Source: an optimization exercise on an open RTL-to-GDS flow (aim: small area). Production flows keep margins and buffers that such runs may drop. RTL that was checked went through simulation tests only; none was proved equivalent to the original. Power is estimated from default activity; no workload was simulated.

==> module cic3, before the edit <==
module cic3
    #(parameter DECIMATION_FACTOR = 256,  
    parameter CLOCK_WIDTH = $clog2(DECIMATION_FACTOR),
    parameter NUMBITS = 3*CLOCK_WIDTH+1)
    (output logic [NUMBITS-1:0] out,  
    input logic in,  
    input logic clk,  
    input logic reset_n);  
localparam int W = 25;    
localparam int L = 141;   
localparam int PB = 26;   
localparam int PC = 52;   
localparam int PO = 119;  
localparam int NSEG = 3;
localparam int B1 = 9;    
localparam int B2 = 17;   
function automatic integer seg(input integer i);
    if (i >= B2) seg = 2;
    else if (i >= B1) seg = 1;
    else seg = 0;
endfunction
logic [7:0] cnt;           
logic [1:0] age;           
logic [W-1:0] acc1, acc2, acc3;
logic [NSEG-1:1] k1, k2, k3;   
logic [L-1:0] ring;
logic cy1, cy2;            
logic [W-1:0] sum1, sum2, sum3, acc3g, wr;
logic [W:0] cr1, cr2, cr3;
logic [NSEG-1:1] k1n, k2n, k3n;
logic ser_first, ser_act, out_load;
logic sa, sb, sc, s1, s2, c1i, c2i;
always_comb begin
    for (int i = 0; i < W; i++) begin
        wr[i]    = (cnt == seg(i));    
        acc3g[i] = wr[i] ? 1'b0 : acc3[i];
    end
    for (int i = 0; i < W; i++) begin
        if (i == 0) begin
            cr1[i] = in; cr2[i] = 1'b0; cr3[i] = 1'b0;
        end else if (i == B1) begin
            k1n[1] = cr1[i]; k2n[1] = cr2[i]; k3n[1] = cr3[i];
            cr1[i] = k1[1];  cr2[i] = k2[1];  cr3[i] = k3[1];
        end else if (i == B2) begin
            k1n[2] = cr1[i]; k2n[2] = cr2[i]; k3n[2] = cr3[i];
            cr1[i] = k1[2];  cr2[i] = k2[2];  cr3[i] = k3[2];
        end
        sum1[i]  = acc1[i] ^ cr1[i];
        cr1[i+1] = acc1[i] & cr1[i];
        sum2[i]  = acc2[i] ^ acc1[i] ^ cr2[i];
        cr2[i+1] = (acc2[i] & acc1[i]) | (acc2[i] & cr2[i]) | (acc1[i] & cr2[i]);
        sum3[i]  = acc3g[i] ^ acc2[i] ^ cr3[i];
        cr3[i+1] = (acc3g[i] & acc2[i]) | (acc3g[i] & cr3[i]) | (acc2[i] & cr3[i]);
    end
end
always_comb begin
    ser_first = (cnt == 8'd1);
    ser_act   = (cnt >= 8'd1) && (cnt <= 8'd25);
    out_load  = (cnt == 8'd127) && age[1];
    sa  = ring[0]  & (age != 2'd0);
    sb  = ring[PB-1] & age[1] & !ser_first;
    sc  = ring[PC] & (age == 2'd3);
    c1i = ser_first ? 1'b0 : cy1;
    c2i = ser_first ? 1'b1 : cy2;
    s1  = sa ^ sc ^ c1i;
    s2  = s1 ^ ~sb ^ c2i;
end
always_ff @(posedge clk or negedge reset_n) begin
    if (!reset_n) begin
        cnt  <= '0;
        age  <= '0;
        acc1 <= '0;
        acc2 <= '0;
        k1   <= '0;
        k2   <= '0;
    end else begin
        cnt  <= cnt + 1'b1;
        if (cnt == 8'd255 && age != 2'd3) age <= age + 1'b1;
        acc1 <= sum1;
        acc2 <= sum2;
        k1   <= k1n;
        k2   <= k2n;
    end
end
always_ff @(posedge clk) begin
    acc3 <= sum3;
    k3   <= k3n;
    cy1  <= (sa & sc) | (sa & c1i) | (sc & c1i);
    cy2  <= (s1 & ~sb) | (s1 & c2i) | (~sb & c2i);
    for (int i = 0; i < L; i++)
        ring[i] <= ring[(i+1) % L];
    for (int b = 0; b < W; b++)
        if (wr[b])
            ring[b - seg(b)] <= acc3[b];
    if (ser_act)
        ring[PC-1] <= s2;
end
always_ff @(posedge clk or negedge reset_n) begin
    if (!reset_n)
        out <= '0;
    else if (out_load)
        for (int b = 0; b < W; b++)
            out[b] <= ring[(PO+b) % L];
end
endmodule
==> flow/config.mk <==
export PLATFORM = sky130hd
export DESIGN_NAME = cic3
export DESIGN_NICKNAME = cic3
export VERILOG_FILES = /design/flow/design.v
export SDC_FILE = /design/flow/constraint.sdc
export NUM_CORES = 4
export LEC_CHECK = 0
export CAP_MARGIN = 20
export CORE_MARGIN = 2
export CORE_UTILIZATION = 70
export CTS_BUF_LIST = sky130_fd_sc_hd__clkbuf_8
export CTS_CLUSTER_DIAMETER = 50
export CTS_CLUSTER_SIZE = 16
export SLEW_MARGIN = 20
==> flow/constraint.sdc <==
create_clock -name core_clock -period 5.0 [get_ports {clk}]
set_input_delay 1.0000 -clock core_clock [delete_from_list [all_inputs] [get_ports {clk}]]
set_output_delay 1.0000 -clock core_clock [all_outputs]
set_load 0.01 [all_outputs]
run.sh (not shown) runs the stock make flow with config.mk's settings and CLKGATE_MAP_FILE= SYNTH_SCRIPT=/design/flow/synth_recipe.tcl, a recipe that flattens the netlist after the stock synthesis.
Next try:
--- a/flow/design.v
+++ b/flow/design.v
@@ -20,7 +20,7 @@
     else seg = 0;
 endfunction
 logic [7:0] cnt;           
-logic [1:0] age;           
+logic first;              
 logic [W-1:0] acc1, acc2, acc3;
 logic [NSEG-1:1] k1, k2, k3;   
 logic [L-1:0] ring;
@@ -56,10 +56,10 @@
 always_comb begin
     ser_first = (cnt == 8'd1);
     ser_act   = (cnt >= 8'd1) && (cnt <= 8'd25);
-    out_load  = (cnt == 8'd127) && age[1];
-    sa  = ring[0]  & (age != 2'd0);
-    sb  = ring[PB-1] & age[1] & !ser_first;
-    sc  = ring[PC] & (age == 2'd3);
+    out_load  = (cnt == 8'd127);
+    sa  = ring[0];
+    sb  = ring[PB-1] & !ser_first;
+    sc  = ring[PC];
     c1i = ser_first ? 1'b0 : cy1;
     c2i = ser_first ? 1'b1 : cy2;
     s1  = sa ^ sc ^ c1i;
@@ -68,14 +68,14 @@
 always_ff @(posedge clk or negedge reset_n) begin
     if (!reset_n) begin
         cnt  <= '0;
-        age  <= '0;
+        first <= 1'b1;
         acc1 <= '0;
         acc2 <= '0;
         k1   <= '0;
         k2   <= '0;
     end else begin
         cnt  <= cnt + 1'b1;
-        if (cnt == 8'd255 && age != 2'd3) age <= age + 1'b1;
+        if (cnt == 8'd255) first <= 1'b0;
         acc1 <= sum1;
         acc2 <= sum2;
         k1   <= k1n;
@@ -92,13 +92,13 @@
     for (int b = 0; b < W; b++)
         if (wr[b])
             ring[b - seg(b)] <= acc3[b];
-    if (ser_act)
+    if (first)
+        ring[PC-1] <= 1'b0;
+    else if (ser_act)
         ring[PC-1] <= s2;
 end
-always_ff @(posedge clk or negedge reset_n) begin
-    if (!reset_n)
-        out <= '0;
-    else if (out_load)
+always_ff @(posedge clk) begin
+    if (out_load)
         for (int b = 0; b < W; b++)
             out[b] <= ring[(PO+b) % L];
 end
What happened: Fmax decreases by a few percent; first-iteration DRC count decreases by well over a third; count of clock-buffer cells in the layout increases by 1; synthesized area decreases by a few percent; cell count decreases by a few percent; critical path depth is unchanged; routed wire length decreases by a few percent; synthesized cell count decreases by a little under a tenth; die area decreases by a few percent; setup slack is worse by 97 ps; final area decreases by a few percent; non-clock buffer count is unchanged.


run a:
The RTL this note starts from:
==> flow/design.v <==
module cic3
    #(parameter DECIMATION_FACTOR = 256,  
    parameter CLOCK_WIDTH = $clog2(DECIMATION_FACTOR),
    parameter NUMBITS = 3*CLOCK_WIDTH+1)
    (output logic [NUMBITS-1:0] out,  
    input logic in,  
    input logic clk,  
    input logic reset_n);  
localparam int W = 25;    
localparam int L = 141;   
localparam int PB = 26;   
localparam int PC = 52;   
localparam int PO = 119;  
localparam int NSEG = 3;
localparam int B1 = 9;    
localparam int B2 = 17;   
localparam int WI = 24;   
function automatic integer seg(input integer i);
    if (i >= B2) seg = 2;
    else if (i >= B1) seg = 1;
    else seg = 0;
endfunction
logic [7:0] cnt;           
logic first;              
logic [WI-1:0] acc1, acc2, acc3;
logic [NSEG-1:1] k1, k2, k3;   
logic [L-1:0] ring;
logic cy1, cy2;            
logic zf;                  
logic [WI-1:0] sum1, sum2, sum3, acc3g, wr;
logic [WI:0] cr1, cr2, cr3;
logic [NSEG-1:1] k1n, k2n, k3n;
logic ser_first, ser_act, ser_last, out_load, flag_wr;
logic sa, sb, sc, s1, s2, c1i, c2i;
always_comb begin
    for (int i = 0; i < WI; i++) begin
        wr[i]    = (cnt == seg(i));    
        acc3g[i] = wr[i] ? 1'b0 : acc3[i];
    end
    for (int i = 0; i < WI; i++) begin
        if (i == 0) begin
            cr1[i] = in; cr2[i] = 1'b0; cr3[i] = 1'b0;
        end else if (i == B1) begin
            k1n[1] = ~cr1[i]; k2n[1] = ~cr2[i]; k3n[1] = ~cr3[i];
            cr1[i] = ~k1[1];  cr2[i] = ~k2[1];  cr3[i] = ~k3[1];
        end else if (i == B2) begin
            k1n[2] = ~cr1[i]; k2n[2] = ~cr2[i]; k3n[2] = ~cr3[i];
            cr1[i] = ~k1[2];  cr2[i] = ~k2[2];  cr3[i] = ~k3[2];
        end
        sum1[i]  = acc1[i] ^ cr1[i];
        cr1[i+1] = acc1[i] & cr1[i];
        sum2[i]  = acc2[i] ^ acc1[i] ^ cr2[i];
        cr2[i+1] = (acc2[i] & acc1[i]) | (acc2[i] & cr2[i]) | (acc1[i] & cr2[i]);
        sum3[i]  = acc3g[i] ^ acc2[i] ^ cr3[i];
        cr3[i+1] = (acc3g[i] & acc2[i]) | (acc3g[i] & cr3[i]) | (acc2[i] & cr3[i]);
    end
end
always_comb begin
    ser_first = (cnt == 8'd1);
    ser_act   = (cnt >= 8'd1) && (cnt <= 8'd25);
    ser_last  = (cnt == 8'd25);
    flag_wr   = (cnt == 8'd253);
    out_load  = (cnt == 8'd127);
    sa  = ring[0];
    sb  = ring[PB-1] & !ser_first;
    sc  = ring[PC];
    c1i = ser_first ? 1'b0 : cy1;
    c2i = ser_first ? 1'b1 : cy2;
    s1  = sa ^ sc ^ c1i;
    s2  = ser_last ? (zf & sa) : (s1 ^ ~sb ^ c2i);
end
always_ff @(posedge clk or negedge reset_n) begin
    if (!reset_n) begin
        cnt  <= '0;
        first <= 1'b1;
        acc1 <= '0;
        acc2 <= '0;
        k1   <= '1;
        k2   <= '1;
    end else begin
        cnt  <= cnt + 1'b1;
        if (cnt == 8'd255) first <= 1'b0;
        acc1 <= sum1;
        acc2 <= sum2;
        k1   <= k1n;
        k2   <= k2n;
    end
end
always_ff @(posedge clk) begin
    acc3 <= sum3;
    k3   <= k3n;
    cy1  <= (sa & sc) | (sa & c1i) | (sc & c1i);
    cy2  <= (s1 & ~sb) | (s1 & c2i) | (~sb & c2i);
    zf   <= (ser_first | zf) & ~s2;
    for (int i = 0; i < L; i++)
        ring[i] <= ring[(i+1) % L];
    for (int b = 0; b < WI; b++)
        if (wr[b])
            ring[b - seg(b)] <= acc3[b];
    if (flag_wr)
        ring[W-1+3] <= in;
    if (first)
        ring[PC-1] <= 1'b0;
    else if (ser_act)
        ring[PC-1] <= s2;
end
always_ff @(posedge clk) begin
    if (out_load)
        for (int b = 0; b < W; b++)
            out[b] <= ring[(PO+b) % L];
end
endmodule
export LEC_CHECK = 0
export CAP_MARGIN = 20
export CORE_MARGIN = 2
export CORE_UTILIZATION = 70
export CTS_BUF_LIST = sky130_fd_sc_hd__clkbuf_8
export CTS_CLUSTER_DIAMETER = 50
export CTS_CLUSTER_SIZE = 16
export SLEW_MARGIN = 20
create_clock -name core_clock -period 5.0 [get_ports {clk}]
standard.sh (not shown) runs the stock make flow with config.mk's settings and CLKGATE_MAP_FILE= SYNTH_SCRIPT=/design/flow/synth_recipe.tcl, a recipe that flattens the netlist after the stock synthesis.
==> flow/flow/run.sh <==
#!/bin/bash
export BUFFER_PORTS_ARGS="-buffer_cell sky130_fd_sc_hd__buf_1"
export CTS_ARGS="-sink_clustering_enable -repair_clock_nets -sink_clustering_size 20 -sink_clustering_max_diameter 55 -buf_list sky130_fd_sc_hd__clkbuf_8 -root_buf sky130_fd_sc_hd__clkbuf_8 -dont_use_dummy_load"
bash standard.sh > standard.log 2>&1
Run a ran to completion and came out clean on the timing, DRC and antenna checks.
Input-level comparison between run b and run a:
--- a/flow/design.v
+++ b/flow/design.v
@@ -10,12 +10,12 @@
 localparam int L = 141;   
 localparam int PB = 26;   
 localparam int PC = 52;   
 localparam int PO = 119;  
 localparam int NSEG = 3;
-localparam int B1 = 9;    
-localparam int B2 = 17;   
+localparam int B1 = 12;    
+localparam int B2 = 24;   
 localparam int WI = 24;   
 function automatic integer seg(input integer i);
     if (i >= B2) seg = 2;
     else if (i >= B1) seg = 1;
     else seg = 0;
@@ -35,19 +35,20 @@
 always_comb begin
     for (int i = 0; i < WI; i++) begin
         wr[i]    = (cnt == seg(i));    
         acc3g[i] = wr[i] ? 1'b0 : acc3[i];
     end
+    k1n = '0; k2n = '0; k3n = '0;
     for (int i = 0; i < WI; i++) begin
         if (i == 0) begin
             cr1[i] = in; cr2[i] = 1'b0; cr3[i] = 1'b0;
         end else if (i == B1) begin
-            k1n[1] = ~cr1[i]; k2n[1] = ~cr2[i]; k3n[1] = ~cr3[i];
-            cr1[i] = ~k1[1];  cr2[i] = ~k2[1];  cr3[i] = ~k3[1];
+            k1n[1] = cr1[i]; k2n[1] = cr2[i]; k3n[1] = cr3[i];
+            cr1[i] = k1[1];  cr2[i] = k2[1];  cr3[i] = k3[1];
         end else if (i == B2) begin
-            k1n[2] = ~cr1[i]; k2n[2] = ~cr2[i]; k3n[2] = ~cr3[i];
-            cr1[i] = ~k1[2];  cr2[i] = ~k2[2];  cr3[i] = ~k3[2];
+            k1n[2] = cr1[i]; k2n[2] = cr2[i]; k3n[2] = cr3[i];
+            cr1[i] = k1[2];  cr2[i] = k2[2];  cr3[i] = k3[2];
         end
         sum1[i]  = acc1[i] ^ cr1[i];
         cr1[i+1] = acc1[i] & cr1[i];
         sum2[i]  = acc2[i] ^ acc1[i] ^ cr2[i];
         cr2[i+1] = (acc2[i] & acc1[i]) | (acc2[i] & cr2[i]) | (acc1[i] & cr2[i]);
@@ -73,12 +74,12 @@
     if (!reset_n) begin
         cnt  <= '0;
         first <= 1'b1;
         acc1 <= '0;
         acc2 <= '0;
-        k1   <= '1;
-        k2   <= '1;
+        k1   <= '0;
+        k2   <= '0;
     end else begin
         cnt  <= cnt + 1'b1;
         if (cnt == 8'd255) first <= 1'b0;
         acc1 <= sum1;
         acc2 <= sum2;
### Flow results
The final report for run b shows a completed flow and a layout that fails verification, specifically setup timing.
Lower total number of nets in the final design was reported by run a, not run b.
Higher area of the die was reported by run a, not run b.
Net load switching power on run b is down relative to run a.
Maximum cell stage delay along the critical path was lower in run b than in run a.
For first-pass GRT wire length, dividing the value from run a by the value from run b gives 0.913.
Clock power share: run a vs run b, no meaningful difference
On internal power of the cells, run a loses to run b.
Power per cell area shrinks by a few percent when moving from run a to run b.
Sort run a and run b by portion of the clock cycle consumed by the worst path in the final layout, descending, and run b comes first.
Summary — relative slew slack, run b relative to run a: higher, by 3.5 points.
For clock-cell share of area, run a and run b come out practically identical.
No run of this note included a check of the RTL's function; only the layout flow was run.


Another version of the RTL of cic3 (not shown whole).
Size: roughly 250 flip-flops, ~28 I/O pins, roughly 9400 µm² of cells after synthesis.
==> module cic3, before the edit <==
module cic3
    #(parameter DECIMATION_FACTOR = 256,  
    parameter CLOCK_WIDTH = $clog2(DECIMATION_FACTOR),
    parameter NUMBITS = 3*CLOCK_WIDTH+1)
    (output logic [NUMBITS-1:0] out,  
    input logic in,  
    input logic clk,  
    input logic reset_n);  
localparam int W = 25;    
localparam int L = 141;   
localparam int PB = 26;   
localparam int PC = 52;   
localparam int PO = 119;  
logic [7:0] cnt;           
logic [1:0] age;           
logic [W-1:0] acc1, acc2, acc3;
logic [L-1:0] ring;
logic cy1, cy2;            
logic blk_start, ser_first, ser_act, out_load;
logic sa, sb, sc, s1, s2, c1i, c2i;
always_comb begin
    blk_start = (cnt == 8'd0);
    ser_first = (cnt == 8'd1);
    ser_act   = (cnt >= 8'd1) && (cnt <= 8'd25);
    out_load  = (cnt == 8'd127) && age[1];
    sa  = ring[0]  & (age != 2'd0);
    sb  = ring[PB-1] & age[1] & !ser_first;
    sc  = ring[PC] & (age == 2'd3);
    c1i = ser_first ? 1'b0 : cy1;
    c2i = ser_first ? 1'b1 : cy2;
    s1  = sa ^ sc ^ c1i;
    s2  = s1 ^ ~sb ^ c2i;
end
always_ff @(posedge clk or negedge reset_n) begin
    if (!reset_n) begin
        cnt  <= '0;
        age  <= '0;
        acc1 <= '0;
        acc2 <= '0;
    end else begin
        cnt  <= cnt + 1'b1;
        if (cnt == 8'd255 && age != 2'd3) age <= age + 1'b1;
        acc1 <= acc1 + in;
        acc2 <= acc2 + acc1;
    end
end
always_ff @(posedge clk) begin
    acc3 <= (blk_start ? '0 : acc3) + acc2;
    cy1  <= (sa & sc) | (sa & c1i) | (sc & c1i);
    cy2  <= (s1 & ~sb) | (s1 & c2i) | (~sb & c2i);
    for (int i = 0; i < L; i++) begin
        if (i < W && blk_start)
            ring[i] <= acc3[i];
        else if (i == PC-1 && ser_act)
            ring[i] <= s2;
        else
            ring[i] <= ring[(i+1) % L];
    end
end
always_ff @(posedge clk or negedge reset_n) begin
    if (!reset_n)
        out <= '0;
    else if (out_load)
        for (int b = 0; b < W; b++)
            out[b] <= ring[(PO+b) % L];
end
endmodule
Settings: LEC_CHECK=0, CAP_MARGIN=20, CORE_MARGIN=2, CORE_UTILIZATION=40, SLEW_MARGIN=20; clock period 5.0 ns.
run.sh (not shown) runs the stock make flow with config.mk's settings and CLKGATE_MAP_FILE= SYNTH_SCRIPT=/design/flow/synth_recipe.tcl, a recipe that flattens the netlist after the stock synthesis.
Stock flow here: none of the scripts above is used.
Then changed:
--- a/flow/design.v
+++ b/flow/design.v
@@ -14,10 +14,12 @@
 logic [7:0] cnt;           
 logic [1:0] age;           
 logic [W-1:0] acc1, acc2, acc3;
 logic [L-1:0] ring;
 logic cy1, cy2;            
+logic [W-1:0] sum1, sum2, sum3, acc3g;
+logic [W:0] cr1, cr2, cr3;
 logic blk_start, ser_first, ser_act, out_load;
 logic sa, sb, sc, s1, s2, c1i, c2i;
 always_comb begin
     blk_start = (cnt == 8'd0);
     ser_first = (cnt == 8'd1);
@@ -29,25 +31,39 @@
     c1i = ser_first ? 1'b0 : cy1;
     c2i = ser_first ? 1'b1 : cy2;
     s1  = sa ^ sc ^ c1i;
     s2  = s1 ^ ~sb ^ c2i;
 end
+always_comb begin
+    acc3g = blk_start ? '0 : acc3;
+    cr1[0] = in;
+    cr2[0] = 1'b0;
+    cr3[0] = 1'b0;
+    for (int i = 0; i < W; i++) begin
+        sum1[i]  = acc1[i] ^ cr1[i];
+        cr1[i+1] = acc1[i] & cr1[i];
+        sum2[i]  = acc2[i] ^ acc1[i] ^ cr2[i];
+        cr2[i+1] = (acc2[i] & acc1[i]) | (acc2[i] & cr2[i]) | (acc1[i] & cr2[i]);
+        sum3[i]  = acc3g[i] ^ acc2[i] ^ cr3[i];
+        cr3[i+1] = (acc3g[i] & acc2[i]) | (acc3g[i] & cr3[i]) | (acc2[i] & cr3[i]);
+    end
+end
 always_ff @(posedge clk or negedge reset_n) begin
     if (!reset_n) begin
         cnt  <= '0;
         age  <= '0;
         acc1 <= '0;
         acc2 <= '0;
     end else begin
         cnt  <= cnt + 1'b1;
         if (cnt == 8'd255 && age != 2'd3) age <= age + 1'b1;
-        acc1 <= acc1 + in;
-        acc2 <= acc2 + acc1;
+        acc1 <= sum1;
+        acc2 <= sum2;
     end
 end
 always_ff @(posedge clk) begin
-    acc3 <= (blk_start ? '0 : acc3) + acc2;
+    acc3 <= sum3;
     cy1  <= (sa & sc) | (sa & c1i) | (sc & c1i);
     cy2  <= (s1 & ~sb) | (s1 & c2i) | (~sb & c2i);
     for (int i = 0; i < L; i++) begin
         if (i < W && blk_start)
             ring[i] <= acc3[i];
This time the run reached the layout checks and failed them: negative setup slack.
Area after synthesis falls by 16%.
Non-clock buffer count rose by 29.
Sequential power is about the same.
Hold slack is about the same.
Final cell count went down by 28%.
Total power shrinks by 12%.
Wire length is lower by 29%.
Die area came out lower by 15%.
Only the layout flow was run in the second run of this note; the RTL was not checked for function there.

## separate check: timing with driven ports
The results above use ideal ports. As a check the final layouts listed here were re-extracted and re-timed, cells and wires unchanged. Step 1, drivers: a clkbuf_16 drives clk and a buf_2 each remaining input, both assumed. Step 2 also shifts input and output timing later by t, the mid clock arrival at the registers, as if the neighbouring blocks saw the same clock. Three values: ideal ports, drivers, drivers and shift; two values: the first two.
run	shift t [ns]	setup slack, ns	hold WS [ns]	worst setup path after step 2
the first run of note 1	0.538	0.313 / 0.313 / 0.313	0.328 / 0.328 / 0.328	register to register
the second run of note 1	0.544	0.216 / 0.216 / 0.216	0.325 / 0.325 / 0.325	register to register
run a	0.508	0.415 / 0.415 / 0.415	0.331 / 0.331 / 0.331	register to register
run b	0.500	-0.164 / -0.164 / -0.164	0.332 / 0.332 / 0.332	register to register
the first run of note 3	0.570	1.298 / 1.298 / 1.298	0.322 / 0.322 / 0.322	register to register
the second run of note 3	0.548	-4.430 / -4.430 / -4.430	0.324 / 0.324 / 0.324	register to register
